Context: an optimization exercise on an open-source flow, tuned for small area and a short achievable clock period. The choices shown serve that exercise and are no tape-out recipe.
RTL that was checked went through simulation tests only; none was proved equivalent to the original.
Power figures rest on the tool's default switching activity, not on a simulated workload.

==> build 55: inputs <==
## fp16
module fp16(
	input clk_50,reset_50,
	input [15:0] x_50,y_50,
	output [15:0] m_50,a_50
	);
clock: 6.0 ns
lec_check: 0
cap_margin: 20
core_margin: 2
core_utilization: 40
cts_buf_list: sky130_fd_sc_hd__clkbuf_4 sky130_fd_sc_hd__clkbuf_8
place_density: 0.6
setup_slack_margin: 2.5
slew_margin: 20
synth_hierarchical: 1
synth_minimum_keep_size: 0
standard.sh (not shown) runs the stock make flow with config.mk's settings and CLKGATE_MAP_FILE= SYNTH_SCRIPT=/design/flow/synth_recipe.tcl, a recipe that flattens the netlist after the stock synthesis.
==> flow/flow/run.sh <==
#!/bin/bash
set -e
export BUFFER_PORTS_ARGS="-buffer_cell sky130_fd_sc_hd__buf_1"
export CTS_ARGS="-sink_clustering_enable -repair_clock_nets -dont_use_dummy_load -buf_list {sky130_fd_sc_hd__clkbuf_4 sky130_fd_sc_hd__clkbuf_8}"
export RECOVER_POWER=50
bash standard.sh > standard.log 2>&1
==> inputs of build 58, as changes to build 55 <==
==> flow/flow/run.sh (replaced) <==
#!/bin/bash
set -e
export BUFFER_PORTS_ARGS="-buffer_cell sky130_fd_sc_hd__buf_1"
export CTS_ARGS="-sink_clustering_enable -repair_clock_nets -dont_use_dummy_load -buf_list {sky130_fd_sc_hd__clkbuf_4 sky130_fd_sc_hd__clkbuf_8}"
export RECOVER_POWER=70
bash standard.sh > standard.log 2>&1
==> results.txt <==
- Against build 55, the first-iteration DRC count of build 58 is higher by about 6%.
- In synthesized area, build 58 and build 55 do not differ.
- Sequential power is about the same in build 55 and build 58.
- Flip-flop and latch count is the same in build 55 and build 58.
- In clock skew, build 58 and build 55 hardly differ.
- In build 58 the total power is lower than in build 55, by about 1.5%.
- Against build 58, the final area of build 55 is larger by about 0.8%.

* * *

==> 02-28: inputs <==
Another version of the RTL of fp16 (not shown whole).
==> flow/config.mk <==
export PLATFORM = sky130hd
export DESIGN_NAME = fp16
export DESIGN_NICKNAME = fp16
export VERILOG_FILES = /design/flow/design.v
export SDC_FILE = /design/flow/constraint.sdc
export NUM_CORES = 4
export LEC_CHECK = 0
export CAP_MARGIN = 20
export CORE_MARGIN = 2
export CORE_UTILIZATION = 40
export CTS_BUF_LIST = sky130_fd_sc_hd__clkbuf_4 sky130_fd_sc_hd__clkbuf_8
export PLACE_DENSITY = 0.6
export SETUP_SLACK_MARGIN = 2.5
export SLEW_MARGIN = 20
export SYNTH_HIERARCHICAL = 1
export SYNTH_MINIMUM_KEEP_SIZE = 0
==> flow/constraint.sdc <==
create_clock -name core_clock -period 6.0 [get_ports {clk_50}]
set_input_delay 1.2000 -clock core_clock [delete_from_list [all_inputs] [get_ports {clk_50}]]
set_output_delay 1.2000 -clock core_clock [all_outputs]
set_load 0.01 [all_outputs]
==> flow/flow/run.sh <==
#!/bin/bash
set -e
export BUFFER_PORTS_ARGS="-buffer_cell sky130_fd_sc_hd__buf_1"
export CTS_ARGS="-repair_clock_nets -dont_use_dummy_load -buf_list {sky130_fd_sc_hd__clkbuf_8 sky130_fd_sc_hd__clkbuf_16}"
bash standard.sh > standard.log 2>&1
==> inputs of 04-08, as changes to 02-28 <==
==> flow/flow/run.sh (replaced) <==
#!/bin/bash
set -e
export BUFFER_PORTS_ARGS="-buffer_cell sky130_fd_sc_hd__buf_1"
export CTS_ARGS="-sink_clustering_enable -repair_clock_nets -dont_use_dummy_load -buf_list {sky130_fd_sc_hd__clkbuf_4 sky130_fd_sc_hd__clkbuf_8}"
bash standard.sh > standard.log 2>&1
==> inputs of 10-20, as changes to 02-28 <==
==> flow/flow/run.sh (replaced) <==
#!/bin/bash
set -e
export BUFFER_PORTS_ARGS="-buffer_cell sky130_fd_sc_hd__buf_1"
export CTS_ARGS="-sink_clustering_enable -repair_clock_nets -dont_use_dummy_load -sink_clustering_size 100 -sink_clustering_max_diameter 1000 -buf_list {sky130_fd_sc_hd__clkbuf_16}"
bash standard.sh > standard.log 2>&1
==> summary of the runs <==
In combinational power, 10-20 and 02-28 hardly differ.
In register-to-register slack, 04-08 and 10-20 hardly differ.
Via count: 02-28 is higher than 04-08 (about 0.8%).
In clock skew, 02-28 and 10-20 do not differ.
In area after synthesis, 04-08 and 10-20 do not differ.
Against 10-20, the sequential share of layout area of 04-08 is higher by 0.50 points.
In power, 10-20 and 02-28 do not differ.
In synthesized cell count, 04-08 and 02-28 do not differ.
Clock power is about the same in 02-28 and 10-20.
==> figures <==
|  | 02-28 | 10-20 | 04-08 |
|---|---|---|---|
| Outcome | timing/DRC/antenna clean | timing/DRC/antenna clean | timing/DRC/antenna clean |
| Flop-to-flop setup slack | 2650 ps | 2650 ps | 2640 ps |
| Path type of the worst setup path | reg2out | reg2out | reg2reg |
| Post-layout instance area | 6088 um^2 | 6088 um^2 | 5993 um^2 |
| Clock slew at the register clock pins of the worst setup and hold paths | 50 ps | 50 ps | 60 ps |
| Clock group total power | 0.421 mW | 0.421 mW | 0.277 mW |
| Worst setup path end | m_50[9] | m_50[9] | s2_nc |
| Average vias per placed instance | 4.868 | 4.868 | 4.823 |
| Combinational Power Share | 0.516 | 0.516 | 0.547 |
| Share of post-route cells with drive strength above 1 | 0.1127 | 0.1127 | 0.1195 |
| Combined flip-flop and latch cell area | 1670 um^2 | 1670 um^2 | 1674 um^2 |
| Leakage dissipation | 2.362 nW | 2.362 nW | 2.326 nW |
| Combinational-cell power consumption | 1.33 mW | 1.33 mW | 1.34 mW |
| Slew at the pin closest to its max-slew limit | 587.0 ps | 587.0 ps | 588.5 ps |
| WL met1 | 5124 um | 5124 um | 5151 um |
| Total met3 wirelength after detailed routing | 584 um | 584 um | 501 um |
| Met2 global-route usage | 0.2500 | 0.2500 | 0.2465 |
| Post-layout power | 2.584 mW | 2.584 mW | 2.441 mW |
| Routed length per instance | 14.62 um | 14.62 um | 14.53 um |
| Proportion of cell area spent on the clock network | 0.03699 | 0.03699 | 0.02067 |
Function was not checked in any run of this note: the RTL went through the layout flow alone.

* * *

==> job 1183 <==
fp16, a different RTL version from the one above (not shown whole).
==> flow/design.v (excerpt) <==
module fp16(
	input clk_50,reset_50,
	input [15:0] x_50,y_50,
	output [15:0] m_50,a_50
	);
reg        s1_s;
reg  [4:0] s1_e;
reg  [9:0] s1_xm, s1_ym;
reg        s1_nz;
always @(posedge clk_50) begin
	s1_s  <= x_50[15] ^ y_50[15];
	s1_e  <= x_50[14:10] + y_50[14:10] + 5'd17;	 
	s1_xm <= x_50[9:0];
	s1_ym <= y_50[9:0];
end
always @(posedge clk_50 or posedge reset_50) begin
	if (reset_50) s1_nz <= 1'b0;
	else          s1_nz <= (x_50 != 16'h0000) && (y_50 != 16'h0000);
end
wire [9:0] xm = s1_xm, ym = s1_ym;
wire [9:0] nxm = ~xm, nym = ~ym;
wire [9:0] npp [0:9];
genvar gi, gj;
generate for (gi = 0; gi < 10; gi = gi + 1) begin : g_pp
	for (gj = 0; gj < 10; gj = gj + 1) begin : g_pp2
		assign npp[gi][gj] = ~(xm[gi] & ym[gj]);
	end
end endgenerate
  wire hs0, hc0;
  fp16_xnor u_hx0 (.a(npp[0][9]), .b(npp[1][8]), .y(hs0));
  fp16_or u_ho0 (.a(npp[0][9]), .b(npp[1][8]), .y(hc0));
  wire fs1, fc1;
  fp16_fa u_fa1 (.a(nxm[0]), .b(nym[0]), .c(npp[1][9]), .s(fs1), .co(fc1));
  wire hs2, hc2;
  fp16_xnor u_hx2 (.a(npp[2][8]), .b(npp[3][7]), .y(hs2));
  fp16_or u_ho2 (.a(npp[2][8]), .b(npp[3][7]), .y(hc2));
  wire fs3, fc3;
  fp16_fa u_fa3 (.a(nxm[1]), .b(nym[1]), .c(npp[2][9]), .s(fs3), .co(fc3));
  wire hs4, hc4;
  fp16_xnor u_hx4 (.a(npp[3][8]), .b(npp[4][7]), .y(hs4));
  fp16_or u_ho4 (.a(npp[3][8]), .b(npp[4][7]), .y(hc4));
  wire fs5, fc5;
  fp16_fa u_fa5 (.a(nxm[2]), .b(nym[2]), .c(npp[3][9]), .s(fs5), .co(fc5));
  wire hs6, hc6;
  fp16_xnor u_hx6 (.a(npp[0][6]), .b(npp[1][5]), .y(hs6));
  fp16_or u_ho6 (.a(npp[0][6]), .b(npp[1][5]), .y(hc6));
  wire fs7, fc7;
  fp16_fa u_fa7 (.a(npp[0][7]), .b(npp[1][6]), .c(npp[2][5]), .s(fs7), .co(fc7));
  wire hs8, hc8;
  fp16_xnor u_hx8 (.a(npp[3][4]), .b(npp[4][3]), .y(hs8));
  fp16_or u_ho8 (.a(npp[3][4]), .b(npp[4][3]), .y(hc8));
  wire fs9, fc9;
  fp16_fa u_fa9 (.a(npp[0][8]), .b(npp[1][7]), .c(npp[2][6]), .s(fs9), .co(fc9));
  wire fs10, fc10;
  fp16_fa u_fa10 (.a(npp[3][5]), .b(npp[4][4]), .c(npp[5][3]), .s(fs10), .co(fc10));
  wire hs11, hc11;
  fp16_xnor u_hx11 (.a(npp[6][2]), .b(npp[7][1]), .y(hs11));
  fp16_or u_ho11 (.a(npp[6][2]), .b(npp[7][1]), .y(hc11));
  wire fs12, fc12;
  fp16_fa u_fa12 (.a(npp[2][7]), .b(npp[3][6]), .c(npp[4][5]), .s(fs12), .co(fc12));
  wire fs13, fc13;
  fp16_fa u_fa13 (.a(npp[5][4]), .b(npp[6][3]), .c(npp[7][2]), .s(fs13), .co(fc13));
  ...
Settings: LEC_CHECK=0, CAP_MARGIN=20, CORE_MARGIN=2, CORE_UTILIZATION=40, CTS_BUF_LIST=sky130_fd_sc_hd__clkbuf_4 sky130_fd_sc_hd__clkbuf_8, PLACE_DENSITY=0.6, SETUP_SLACK_MARGIN=2.5, SLEW_MARGIN=20, SYNTH_HIERARCHICAL=1, SYNTH_MINIMUM_KEEP_SIZE=0; clock period 6.0 ns.
==> flow/flow/run.sh <==
#!/bin/bash
set -e
export BUFFER_PORTS_ARGS="-buffer_cell sky130_fd_sc_hd__buf_1"
export CTS_ARGS="-sink_clustering_enable -repair_clock_nets -dont_use_dummy_load -buf_list {sky130_fd_sc_hd__clkbuf_4 sky130_fd_sc_hd__clkbuf_8}"
bash standard.sh > standard.log 2>&1
==> inputs of job 350, as changes to job 1183 <==
--- a/flow/design.v
+++ b/flow/design.v
@@ -37,45 +37,45 @@
 wire [9:0] npp [0:9];
 genvar gi, gj;
 generate for (gi = 0; gi < 10; gi = gi + 1) begin : g_pp
 	for (gj = 0; gj < 10; gj = gj + 1) begin : g_pp2
 		assign npp[gi][gj] = ~(xm[gi] & ym[gj]);
 	end
 end endgenerate
   wire hs0, hc0;
-  fp16_xnor u_hx0 (.a(npp[0][9]), .b(npp[1][8]), .y(hs0));
-  fp16_or u_ho0 (.a(npp[0][9]), .b(npp[1][8]), .y(hc0));
+  assign hs0 = ~(npp[0][9] ^ npp[1][8]);
+  assign hc0 = npp[0][9] | npp[1][8];
   wire fs1, fc1;
   fp16_fa u_fa1 (.a(nxm[0]), .b(nym[0]), .c(npp[1][9]), .s(fs1), .co(fc1));
   wire hs2, hc2;
-  fp16_xnor u_hx2 (.a(npp[2][8]), .b(npp[3][7]), .y(hs2));
-  fp16_or u_ho2 (.a(npp[2][8]), .b(npp[3][7]), .y(hc2));
+  assign hs2 = ~(npp[2][8] ^ npp[3][7]);
+  assign hc2 = npp[2][8] | npp[3][7];
   wire fs3, fc3;
   fp16_fa u_fa3 (.a(nxm[1]), .b(nym[1]), .c(npp[2][9]), .s(fs3), .co(fc3));
   wire hs4, hc4;
-  fp16_xnor u_hx4 (.a(npp[3][8]), .b(npp[4][7]), .y(hs4));
-  fp16_or u_ho4 (.a(npp[3][8]), .b(npp[4][7]), .y(hc4));
+  assign hs4 = ~(npp[3][8] ^ npp[4][7]);
+  assign hc4 = npp[3][8] | npp[4][7];
   wire fs5, fc5;
   fp16_fa u_fa5 (.a(nxm[2]), .b(nym[2]), .c(npp[3][9]), .s(fs5), .co(fc5));
   wire hs6, hc6;
-  fp16_xnor u_hx6 (.a(npp[0][6]), .b(npp[1][5]), .y(hs6));
-  fp16_or u_ho6 (.a(npp[0][6]), .b(npp[1][5]), .y(hc6));
+  assign hs6 = ~(npp[0][6] ^ npp[1][5]);
+  assign hc6 = npp[0][6] | npp[1][5];
   wire fs7, fc7;
   fp16_fa u_fa7 (.a(npp[0][7]), .b(npp[1][6]), .c(npp[2][5]), .s(fs7), .co(fc7));
   wire hs8, hc8;
-  fp16_xnor u_hx8 (.a(npp[3][4]), .b(npp[4][3]), .y(hs8));
-  fp16_or u_ho8 (.a(npp[3][4]), .b(npp[4][3]), .y(hc8));
+  assign hs8 = ~(npp[3][4] ^ npp[4][3]);
+  assign hc8 = npp[3][4] | npp[4][3];
   wire fs9, fc9;
   fp16_fa u_fa9 (.a(npp[0][8]), .b(npp[1][7]), .c(npp[2][6]), .s(fs9), .co(fc9));
   wire fs10, fc10;
   fp16_fa u_fa10 (.a(npp[3][5]), .b(npp[4][4]), .c(npp[5][3]), .s(fs10), .co(fc10));
   wire hs11, hc11;
-  fp16_xnor u_hx11 (.a(npp[6][2]), .b(npp[7][1]), .y(hs11));
-  fp16_or u_ho11 (.a(npp[6][2]), .b(npp[7][1]), .y(hc11));
+  assign hs11 = ~(npp[6][2] ^ npp[7][1]);
+  assign hc11 = npp[6][2] | npp[7][1];
   wire fs12, fc12;
   fp16_fa u_fa12 (.a(npp[2][7]), .b(npp[3][6]), .c(npp[4][5]), .s(fs12), .co(fc12));
   wire fs13, fc13;
   fp16_fa u_fa13 (.a(npp[5][4]), .b(npp[6][3]), .c(npp[7][2]), .s(fs13), .co(fc13));
   wire fs14, fc14;
   fp16_fa u_fa14 (.a(npp[8][1]), .b(npp[9][0]), .c(hs0), .s(fs14), .co(fc14));
   wire fs15, fc15;
   fp16_fa u_fa15 (.a(npp[4][6]), .b(npp[5][5]), .c(npp[6][4]), .s(fs15), .co(fc15));
@@ -103,23 +103,23 @@
   fp16_fa u_fa26 (.a(npp[8][5]), .b(npp[9][4]), .c(fc5), .s(fs26), .co(fc26));
   wire fs27, fc27;
   fp16_fa u_fa27 (.a(nxm[4]), .b(nym[4]), .c(npp[5][9]), .s(fs27), .co(fc27));
   wire fs28, fc28;
   fp16_fa u_fa28 (.a(npp[6][8]), .b(npp[7][7]), .c(npp[8][6]), .s(fs28), .co(fc28));
   wire fs29, fc29;
   fp16_fa u_fa29 (.a(nxm[5]), .b(nym[5]), .c(npp[6][9]), .s(fs29), .co(fc29));
   wire hs30, hc30;
-  fp16_xnor u_hx30 (.a(npp[0][4]), .b(npp[1][3]), .y(hs30));
-  fp16_or u_ho30 (.a(npp[0][4]), .b(npp[1][3]), .y(hc30));
+  assign hs30 = ~(npp[0][4] ^ npp[1][3]);
+  assign hc30 = npp[0][4] | npp[1][3];
   wire fs31, fc31;
   fp16_fa u_fa31 (.a(npp[0][5]), .b(npp[1][4]), .c(npp[2][3]), .s(fs31), .co(fc31));
   wire hs32, hc32;
-  fp16_xnor u_hx32 (.a(npp[3][2]), .b(npp[4][1]), .y(hs32));
-  fp16_or u_ho32 (.a(npp[3][2]), .b(npp[4][1]), .y(hc32));
+  assign hs32 = ~(npp[3][2] ^ npp[4][1]);
+  assign hc32 = npp[3][2] | npp[4][1];
   wire fs33, fc33;
   fp16_fa u_fa33 (.a(npp[2][4]), .b(npp[3][3]), .c(npp[4][2]), .s(fs33), .co(fc33));
   wire fs34, fc34;
   fp16_fa u_fa34 (.a(npp[5][1]), .b(npp[6][0]), .c(hs6), .s(fs34), .co(fc34));
   wire fs35, fc35;
   fp16_fa u_fa35 (.a(npp[5][2]), .b(npp[6][1]), .c(npp[7][0]), .s(fs35), .co(fc35));
   wire fs36, fc36;
   fp16_fa u_fa36 (.a(hc6), .b(hs8), .c(fs7), .s(fs36), .co(fc36));
@@ -157,18 +157,18 @@
   fp16_fa u_fa52 (.a(fc27), .b(fc28), .c(fs29), .s(fs52), .co(fc52));
   wire fs53, fc53;
   fp16_fa u_fa53 (.a(nxm[6]), .b(nym[6]), .c(npp[7][9]), .s(fs53), .co(fc53));
   wire fs54, fc54;
   fp16_fa u_fa54 (.a(npp[8][8]), .b(npp[9][7]), .c(fc29), .s(fs54), .co(fc54));
   wire fs55, fc55;
   fp16_fa u_fa55 (.a(nxm[7]), .b(nym[7]), .c(npp[8][9]), .s(fs55), .co(fc55));
   wire hs56, hc56;
-  fp16_xnor u_hx56 (.a(npp[0][3]), .b(npp[1][2]), .y(hs56));
-  fp16_or u_ho56 (.a(npp[0][3]), .b(npp[1][2]), .y(hc56));
+  assign hs56 = ~(npp[0][3] ^ npp[1][2]);
+  assign hc56 = npp[0][3] | npp[1][2];
   wire fs57, fc57;
   fp16_fa u_fa57 (.a(npp[2][2]), .b(npp[3][1]), .c(npp[4][0]), .s(fs57), .co(fc57));
   wire fs58, fc58;
   fp16_fa u_fa58 (.a(npp[5][0]), .b(hc30), .c(hs32), .s(fs58), .co(fc58));
   wire fs59, fc59;
   fp16_fa u_fa59 (.a(hc32), .b(fc31), .c(fs33), .s(fs59), .co(fc59));
   wire fs60, fc60;
   fp16_fa u_fa60 (.a(fc33), .b(fs35), .c(fc34), .s(fs60), .co(fc60));
@@ -190,18 +190,18 @@
   fp16_fa u_fa68 (.a(fs51), .b(fc49), .c(fs52), .s(fs68), .co(fc68));
   wire fs69, fc69;
   fp16_fa u_fa69 (.a(fc51), .b(fs53), .c(fc52), .s(fs69), .co(fc69));
   wire fs70, fc70;
   fp16_fa u_fa70 (.a(npp[9][8]), .b(fc53), .c(fs55), .s(fs70), .co(fc70));
   wire fs71, fc71;
   fp16_fa u_fa71 (.a(nxm[8]), .b(nym[8]), .c(npp[9][9]), .s(fs71), .co(fc71));
   wire hs72, hc72;
-  fp16_xnor u_hx72 (.a(npp[0][2]), .b(npp[1][1]), .y(hs72));
-  fp16_or u_ho72 (.a(npp[0][2]), .b(npp[1][1]), .y(hc72));
+  assign hs72 = ~(npp[0][2] ^ npp[1][1]);
+  assign hc72 = npp[0][2] | npp[1][1];
   wire fs73, fc73;
   fp16_fa u_fa73 (.a(npp[2][1]), .b(npp[3][0]), .c(hs56), .s(fs73), .co(fc73));
   wire fs74, fc74;
   fp16_fa u_fa74 (.a(hc56), .b(hs30), .c(fs57), .s(fs74), .co(fc74));
   wire fs75, fc75;
   fp16_fa u_fa75 (.a(fc57), .b(fs31), .c(fs58), .s(fs75), .co(fc75));
   wire fs76, fc76;
   fp16_fa u_fa76 (.a(fc58), .b(fs34), .c(fs59), .s(fs76), .co(fc76));
@@ -228,73 +228,29 @@
   wire fs87, fc87;
   fp16_fa u_fa87 (.a(fc54), .b(fs70), .c(fc69), .s(fs87), .co(fc87));
   wire fs88, fc88;
   fp16_fa u_fa88 (.a(fc55), .b(fs71), .c(fc70), .s(fs88), .co(fc88));
   wire fs89, fc89;
   fp16_fa u_fa89 (.a(nxm[9]), .b(nym[9]), .c(fc71), .s(fs89), .co(fc89));
 wire [21:0] nra = {1'b1, fc89, fc88, fc87, fc86, fc85, fc84, fc83, fc82, fc81, fc80, fc79, fc78, fc77, fc76, fc75, fc74, fc73, hc72, hs72, npp[0][1], npp[0][0]};
 wire [21:0] nrb = {1'b1, 1'b0, fs89, fs88, fs87, fs86, fs85, fs84, fs83, fs82, fs81, fs80, fs79, fs78, fs77, fs76, fs75, fs74, fs73, npp[2][0], npp[1][0], 1'b1};
-wire [21:0] kd  = nra & nrb;
-wire [21:0] pd  = nra ^ nrb;
-wire [9:0] lk [0:4];
-wire [9:0] lp [0:4];
-assign lk[0] = kd[9:0];
-assign lp[0] = pd[9:0];
-genvar gl;
-generate for (gl = 0; gl < 4; gl = gl + 1) begin : g_lo
-	for (gi = 0; gi < 10; gi = gi + 1) begin : g_pos
-		if (gi >= (1 << gl)) begin : g_node
-			assign lk[gl+1][gi] = lk[gl][gi] | (lp[gl][gi] & lk[gl][gi-(1<<gl)]);
-			assign lp[gl+1][gi] = lp[gl][gi] & lp[gl][gi-(1<<gl)];
-		end else begin : g_pass
-			assign lk[gl+1][gi] = lk[gl][gi];
-			assign lp[gl+1][gi] = lp[gl][gi];
-		end
-	end
-end endgenerate
-wire nc10 = lk[4][9] | lp[4][9];
-reg [11:0] s2_p, s2_k;
-reg        s2_nc;
-reg        s2_s;
-reg  [4:0] s2_e;
-reg        s2_nz;
-always @(posedge clk_50) begin
-	s2_p  <= pd[21:10];
-	s2_k  <= kd[21:10];
-	s2_nc <= nc10;
-	s2_s  <= s1_s;
-	s2_e  <= s1_e;
-end
+wire [21:0] np  = nra + nrb + 22'd1;
+wire [21:0] p   = ~np;
+wire       hi  = p[21];
+wire       sa  = s1_nz & hi;
+wire       sb  = s1_nz & ~hi;
+wire [4:0] e1  = s1_e + 5'd1;
+wire [14:0] mag = ({15{sa}} & {e1, p[20:11]}) | ({15{sb}} & {s1_e, p[19:10]});
+wire [15:0] m_d = {s1_nz & s1_s, mag};
+reg [15:0] m_q;
 always @(posedge clk_50 or posedge reset_50) begin
-	if (reset_50) s2_nz <= 1'b0;
-	else          s2_nz <= s1_nz;
-end
-wire [12:0] kk [0:4];
-wire [12:0] kp [0:4];
-assign kk[0] = {s2_k, s2_nc};
-assign kp[0] = {s2_p, 1'b0};
-generate for (gl = 0; gl < 4; gl = gl + 1) begin : g_lvl
-	for (gi = 0; gi < 13; gi = gi + 1) begin : g_pos
-		if (gi >= (1 << gl)) begin : g_node
-			assign kk[gl+1][gi] = kk[gl][gi] | (kp[gl][gi] & kk[gl][gi-(1<<gl)]);
-			assign kp[gl+1][gi] = kp[gl][gi] & kp[gl][gi-(1<<gl)];
-		end else begin : g_pass
-			assign kk[gl+1][gi] = kk[gl][gi];
-			assign kp[gl+1][gi] = kp[gl][gi];
-		end
-	end
-end endgenerate
-wire [11:0] p = ~(s2_p ^ kk[4][11:0]);	 
-wire       hi  = p[11];
-wire       sa  = s2_nz & hi;
-wire       sb  = s2_nz & ~hi;
-wire [4:0] e1  = s2_e + 5'd1;
-wire [14:0] mag = ({15{sa}} & {e1, p[10:1]}) | ({15{sb}} & {s2_e, p[9:0]});
-wire [15:0] m_q = {s2_nz & s2_s, mag};
+	if (reset_50) m_q <= 16'h0000;
+	else          m_q <= m_d;
+end
 assign m_50 = m_q;
 reg c0, c1;
 wire ph0 = ~(c0 | c1);
 always @(posedge clk_50 or posedge reset_50) begin
 	if (reset_50) begin
 		c0 <= 1'b0;
 		c1 <= 1'b0;
 	end else begin
@@ -303,14 +259,8 @@
 	end
 end
 add1 a1(.clk(clk_50), .en(ph0), .x(m_q), .z(a_50));
 endmodule
 module fp16_fa(input a, b, c, output s, co);
 	assign s  = a ^ b ^ c;
 	assign co = (a & b) | (a & c) | (b & c);
 endmodule
-module fp16_xnor(input a, b, output y);
-	assign y = ~(a ^ b);
-endmodule
-module fp16_or(input a, b, output y);
-	assign y = a | b;
-endmodule
==> flow/flow/run.sh (replaced) <==
#!/bin/bash
set -e
export BUFFER_PORTS_ARGS="-buffer_cell sky130_fd_sc_hd__buf_1"
bash standard.sh > standard.log 2>&1
- SETUP_SLACK_MARGIN: 2.5 -> 2.0
==> inputs of job 8797, as changes to job 1183 <==
- SETUP_SLACK_MARGIN: 2.5 -> 2.2
==> inputs of job 9701, as changes to job 1183 <==
--- a/flow/design.v
+++ b/flow/design.v
@@ -37,45 +37,45 @@
 wire [9:0] npp [0:9];
 genvar gi, gj;
 generate for (gi = 0; gi < 10; gi = gi + 1) begin : g_pp
 	for (gj = 0; gj < 10; gj = gj + 1) begin : g_pp2
 		assign npp[gi][gj] = ~(xm[gi] & ym[gj]);
 	end
 end endgenerate
   wire hs0, hc0;
-  fp16_xnor u_hx0 (.a(npp[0][9]), .b(npp[1][8]), .y(hs0));
-  fp16_or u_ho0 (.a(npp[0][9]), .b(npp[1][8]), .y(hc0));
+  assign hs0 = ~(npp[0][9] ^ npp[1][8]);
+  assign hc0 = npp[0][9] | npp[1][8];
   wire fs1, fc1;
   fp16_fa u_fa1 (.a(nxm[0]), .b(nym[0]), .c(npp[1][9]), .s(fs1), .co(fc1));
   wire hs2, hc2;
-  fp16_xnor u_hx2 (.a(npp[2][8]), .b(npp[3][7]), .y(hs2));
-  fp16_or u_ho2 (.a(npp[2][8]), .b(npp[3][7]), .y(hc2));
+  assign hs2 = ~(npp[2][8] ^ npp[3][7]);
+  assign hc2 = npp[2][8] | npp[3][7];
   wire fs3, fc3;
   fp16_fa u_fa3 (.a(nxm[1]), .b(nym[1]), .c(npp[2][9]), .s(fs3), .co(fc3));
   wire hs4, hc4;
-  fp16_xnor u_hx4 (.a(npp[3][8]), .b(npp[4][7]), .y(hs4));
-  fp16_or u_ho4 (.a(npp[3][8]), .b(npp[4][7]), .y(hc4));
+  assign hs4 = ~(npp[3][8] ^ npp[4][7]);
+  assign hc4 = npp[3][8] | npp[4][7];
   wire fs5, fc5;
   fp16_fa u_fa5 (.a(nxm[2]), .b(nym[2]), .c(npp[3][9]), .s(fs5), .co(fc5));
   wire hs6, hc6;
-  fp16_xnor u_hx6 (.a(npp[0][6]), .b(npp[1][5]), .y(hs6));
-  fp16_or u_ho6 (.a(npp[0][6]), .b(npp[1][5]), .y(hc6));
+  assign hs6 = ~(npp[0][6] ^ npp[1][5]);
+  assign hc6 = npp[0][6] | npp[1][5];
   wire fs7, fc7;
   fp16_fa u_fa7 (.a(npp[0][7]), .b(npp[1][6]), .c(npp[2][5]), .s(fs7), .co(fc7));
   wire hs8, hc8;
-  fp16_xnor u_hx8 (.a(npp[3][4]), .b(npp[4][3]), .y(hs8));
-  fp16_or u_ho8 (.a(npp[3][4]), .b(npp[4][3]), .y(hc8));
+  assign hs8 = ~(npp[3][4] ^ npp[4][3]);
+  assign hc8 = npp[3][4] | npp[4][3];
   wire fs9, fc9;
   fp16_fa u_fa9 (.a(npp[0][8]), .b(npp[1][7]), .c(npp[2][6]), .s(fs9), .co(fc9));
   wire fs10, fc10;
   fp16_fa u_fa10 (.a(npp[3][5]), .b(npp[4][4]), .c(npp[5][3]), .s(fs10), .co(fc10));
   wire hs11, hc11;
-  fp16_xnor u_hx11 (.a(npp[6][2]), .b(npp[7][1]), .y(hs11));
-  fp16_or u_ho11 (.a(npp[6][2]), .b(npp[7][1]), .y(hc11));
+  assign hs11 = ~(npp[6][2] ^ npp[7][1]);
+  assign hc11 = npp[6][2] | npp[7][1];
   wire fs12, fc12;
   fp16_fa u_fa12 (.a(npp[2][7]), .b(npp[3][6]), .c(npp[4][5]), .s(fs12), .co(fc12));
   wire fs13, fc13;
   fp16_fa u_fa13 (.a(npp[5][4]), .b(npp[6][3]), .c(npp[7][2]), .s(fs13), .co(fc13));
   wire fs14, fc14;
   fp16_fa u_fa14 (.a(npp[8][1]), .b(npp[9][0]), .c(hs0), .s(fs14), .co(fc14));
   wire fs15, fc15;
   fp16_fa u_fa15 (.a(npp[4][6]), .b(npp[5][5]), .c(npp[6][4]), .s(fs15), .co(fc15));
@@ -103,23 +103,23 @@
   fp16_fa u_fa26 (.a(npp[8][5]), .b(npp[9][4]), .c(fc5), .s(fs26), .co(fc26));
   wire fs27, fc27;
   fp16_fa u_fa27 (.a(nxm[4]), .b(nym[4]), .c(npp[5][9]), .s(fs27), .co(fc27));
   wire fs28, fc28;
   fp16_fa u_fa28 (.a(npp[6][8]), .b(npp[7][7]), .c(npp[8][6]), .s(fs28), .co(fc28));
   wire fs29, fc29;
   fp16_fa u_fa29 (.a(nxm[5]), .b(nym[5]), .c(npp[6][9]), .s(fs29), .co(fc29));
   wire hs30, hc30;
-  fp16_xnor u_hx30 (.a(npp[0][4]), .b(npp[1][3]), .y(hs30));
-  fp16_or u_ho30 (.a(npp[0][4]), .b(npp[1][3]), .y(hc30));
+  assign hs30 = ~(npp[0][4] ^ npp[1][3]);
+  assign hc30 = npp[0][4] | npp[1][3];
   wire fs31, fc31;
   fp16_fa u_fa31 (.a(npp[0][5]), .b(npp[1][4]), .c(npp[2][3]), .s(fs31), .co(fc31));
   wire hs32, hc32;
-  fp16_xnor u_hx32 (.a(npp[3][2]), .b(npp[4][1]), .y(hs32));
-  fp16_or u_ho32 (.a(npp[3][2]), .b(npp[4][1]), .y(hc32));
+  assign hs32 = ~(npp[3][2] ^ npp[4][1]);
+  assign hc32 = npp[3][2] | npp[4][1];
   wire fs33, fc33;
   fp16_fa u_fa33 (.a(npp[2][4]), .b(npp[3][3]), .c(npp[4][2]), .s(fs33), .co(fc33));
   wire fs34, fc34;
   fp16_fa u_fa34 (.a(npp[5][1]), .b(npp[6][0]), .c(hs6), .s(fs34), .co(fc34));
   wire fs35, fc35;
   fp16_fa u_fa35 (.a(npp[5][2]), .b(npp[6][1]), .c(npp[7][0]), .s(fs35), .co(fc35));
   wire fs36, fc36;
   fp16_fa u_fa36 (.a(hc6), .b(hs8), .c(fs7), .s(fs36), .co(fc36));
@@ -157,18 +157,18 @@
   fp16_fa u_fa52 (.a(fc27), .b(fc28), .c(fs29), .s(fs52), .co(fc52));
   wire fs53, fc53;
   fp16_fa u_fa53 (.a(nxm[6]), .b(nym[6]), .c(npp[7][9]), .s(fs53), .co(fc53));
   wire fs54, fc54;
   fp16_fa u_fa54 (.a(npp[8][8]), .b(npp[9][7]), .c(fc29), .s(fs54), .co(fc54));
   wire fs55, fc55;
   fp16_fa u_fa55 (.a(nxm[7]), .b(nym[7]), .c(npp[8][9]), .s(fs55), .co(fc55));
   wire hs56, hc56;
-  fp16_xnor u_hx56 (.a(npp[0][3]), .b(npp[1][2]), .y(hs56));
-  fp16_or u_ho56 (.a(npp[0][3]), .b(npp[1][2]), .y(hc56));
+  assign hs56 = ~(npp[0][3] ^ npp[1][2]);
+  assign hc56 = npp[0][3] | npp[1][2];
   wire fs57, fc57;
   fp16_fa u_fa57 (.a(npp[2][2]), .b(npp[3][1]), .c(npp[4][0]), .s(fs57), .co(fc57));
   wire fs58, fc58;
   fp16_fa u_fa58 (.a(npp[5][0]), .b(hc30), .c(hs32), .s(fs58), .co(fc58));
   wire fs59, fc59;
   fp16_fa u_fa59 (.a(hc32), .b(fc31), .c(fs33), .s(fs59), .co(fc59));
   wire fs60, fc60;
   fp16_fa u_fa60 (.a(fc33), .b(fs35), .c(fc34), .s(fs60), .co(fc60));
@@ -190,18 +190,18 @@
   fp16_fa u_fa68 (.a(fs51), .b(fc49), .c(fs52), .s(fs68), .co(fc68));
   wire fs69, fc69;
   fp16_fa u_fa69 (.a(fc51), .b(fs53), .c(fc52), .s(fs69), .co(fc69));
   wire fs70, fc70;
   fp16_fa u_fa70 (.a(npp[9][8]), .b(fc53), .c(fs55), .s(fs70), .co(fc70));
   wire fs71, fc71;
   fp16_fa u_fa71 (.a(nxm[8]), .b(nym[8]), .c(npp[9][9]), .s(fs71), .co(fc71));
   wire hs72, hc72;
-  fp16_xnor u_hx72 (.a(npp[0][2]), .b(npp[1][1]), .y(hs72));
-  fp16_or u_ho72 (.a(npp[0][2]), .b(npp[1][1]), .y(hc72));
+  assign hs72 = ~(npp[0][2] ^ npp[1][1]);
+  assign hc72 = npp[0][2] | npp[1][1];
   wire fs73, fc73;
   fp16_fa u_fa73 (.a(npp[2][1]), .b(npp[3][0]), .c(hs56), .s(fs73), .co(fc73));
   wire fs74, fc74;
   fp16_fa u_fa74 (.a(hc56), .b(hs30), .c(fs57), .s(fs74), .co(fc74));
   wire fs75, fc75;
   fp16_fa u_fa75 (.a(fc57), .b(fs31), .c(fs58), .s(fs75), .co(fc75));
   wire fs76, fc76;
   fp16_fa u_fa76 (.a(fc58), .b(fs34), .c(fs59), .s(fs76), .co(fc76));
@@ -303,14 +303,8 @@
 	end
 end
 add1 a1(.clk(clk_50), .en(ph0), .x(m_q), .z(a_50));
 endmodule
 module fp16_fa(input a, b, c, output s, co);
 	assign s  = a ^ b ^ c;
 	assign co = (a & b) | (a & c) | (b & c);
 endmodule
-module fp16_xnor(input a, b, output y);
-	assign y = ~(a ^ b);
-endmodule
-module fp16_or(input a, b, output y);
-	assign y = a | b;
-endmodule
==> flow/flow/run.sh (replaced) <==
#!/bin/bash
set -e
export BUFFER_PORTS_ARGS="-buffer_cell sky130_fd_sc_hd__buf_1"
bash standard.sh > standard.log 2>&1
==> qor.json <==
{
  "run_status": "finished clean",
  "route.detailed.vias_per_inst": 4.913,
  "worstPathRequired_ns": 4.80,
  "ys_top_cells_by_area": "sky130_fd_sc_hd__fa_1 31%, sky130_fd_sc_hd__dfxtp_1 21%, sky130_fd_sc_hd__edfxtp_1 8.5%",
  "num-multi-input-gates": 365,
  "reg2regPathDepth": 7,
  "final_layout_size_suffix_gt1_share_pct": 4.963,
  "clock_transition_at_the_registers_of_the_reported_paths_ns": 0.07,
  "power.switching_mw": 0.9476,
  "hold-worst-slack_ns": 0.3263,
  "r2r_slack_ns": 2.56,
  "clock_skew_ns": 0.01458,
  "synthAdderAreaFrac_pct": 37.90
}
[end of results for job 8797]
==> qor.json <==
{
  "internal_power_mw": 1.605,
  "synthAdderAreaFrac_pct": 40.08,
  "run_status": "finished clean",
  "clock_skew_ns": 0.01435,
  "worstPathRequired_ns": 4.80,
  "r2r_slack_ns": 2.69,
  "final_layout_size_suffix_gt1_share_pct": 14.46,
  "route.detailed.vias_per_inst": 4.953,
  "num-multi-input-gates": 355,
  "reg2regPathDepth": 11,
  "ys_top_cells_by_area": "sky130_fd_sc_hd__fa_1 31%, sky130_fd_sc_hd__dfxtp_1 20%, sky130_fd_sc_hd__ha_1 9.5%"
}
[end of results for job 9701]
==> qor.json <==
{
  "run_status": "finished clean",
  "synthAdderAreaFrac_pct": 37.90,
  "clock_skew_ns": 0.01472,
  "worstPathRequired_ns": 6.23,
  "r2r_slack_ns": 2.62,
  "final_layout_size_suffix_gt1_share_pct": 11.07,
  "route.detailed.vias_per_inst": 4.943,
  "ys_top_cells_by_area": "sky130_fd_sc_hd__fa_1 31%, sky130_fd_sc_hd__dfxtp_1 21%, sky130_fd_sc_hd__edfxtp_1 8.5%",
  "num-multi-input-gates": 365,
  "reg2regPathDepth": 7,
  "power.switching_mw": 0.9841,
  "hold-worst-slack_ns": 0.3264
}
[end of results for job 1183]
==> qor.json <==
{
  "run_status": "finished clean",
  "power.switching_mw": 2.066,
  "worstPathRequired_ns": 6.24,
  "ys_top_cells_by_area": "sky130_fd_sc_hd__fa_1 29%, sky130_fd_sc_hd__dfxtp_1 9.4%, sky130_fd_sc_hd__dfrtp_1 8.6%",
  "route.detailed.vias_per_inst": 5.417,
  "reg2regPathDepth": 13,
  "clock_transition_at_the_registers_of_the_reported_paths_ns": 0.07,
  "postSynth.topFlopCell": "sky130_fd_sc_hd__dfxtp_1",
  "final_layout_size_suffix_gt1_share_pct": 21.25,
  "num-multi-input-gates": 425,
  "r2r_slack_ns": 1.57,
  "timing.rr.start": "s1_xm[1]",
  "utilization_pct": 49.88,
  "hold-worst-slack_ns": 0.4033,
  "syn-mean-instance-area_um2": 9.838,
  "synth-edff-count": 15,
  "wl_per_cell_um": 18.11
}
[end of results for job 350]
The RTL of job 1183, job 350 and job 8797 was laid out without a check of its function.

separate check: timing with driven ports:
Ports are ideal in the flow. The routed layouts listed here were re-timed in OpenROAD. Step 1 assumes that a clkbuf_16 drives the clock port and a buf_2 every other input. Step 2 moves the port delays by t, midway between the first and last clock arrival at a register: inputs arrive t later, outputs are due t later. That takes back most of the time a late clock gives input paths. Slacks: ideal / step 1 / step 2; pairs: ideal / step 1.
| run | shift t [ns] | setup WS [ns] | pins driven straight from the clock port |
|---|---|---|---|
| build 55 | 0.358 | 2.629 / 2.629 / 2.629 | 1 |
| build 58 | 0.358 | 1.989 / 1.962 / 2.320 | 1 |
| 02-28 | 0.345 | 2.647 / 2.616 / 2.649 | 1 |
| 04-08 | 0.357 | 2.644 / 2.619 / 2.644 | 1 |
| 10-20 | 0.345 | 2.647 / 2.616 / 2.649 | 1 |
| job 1183 | 0.366 | 2.619 / 2.595 / 2.619 | 1 |
| job 350 | 0.399 | 1.573 / 1.573 / 1.573 | 1 |
| job 8797 | 0.364 | 2.390 / 2.360 / 2.555 | 1 |
| job 9701 | 0.391 | 2.571 / 2.537 / 2.688 | 1 |
After both steps every run listed still meets setup and hold.
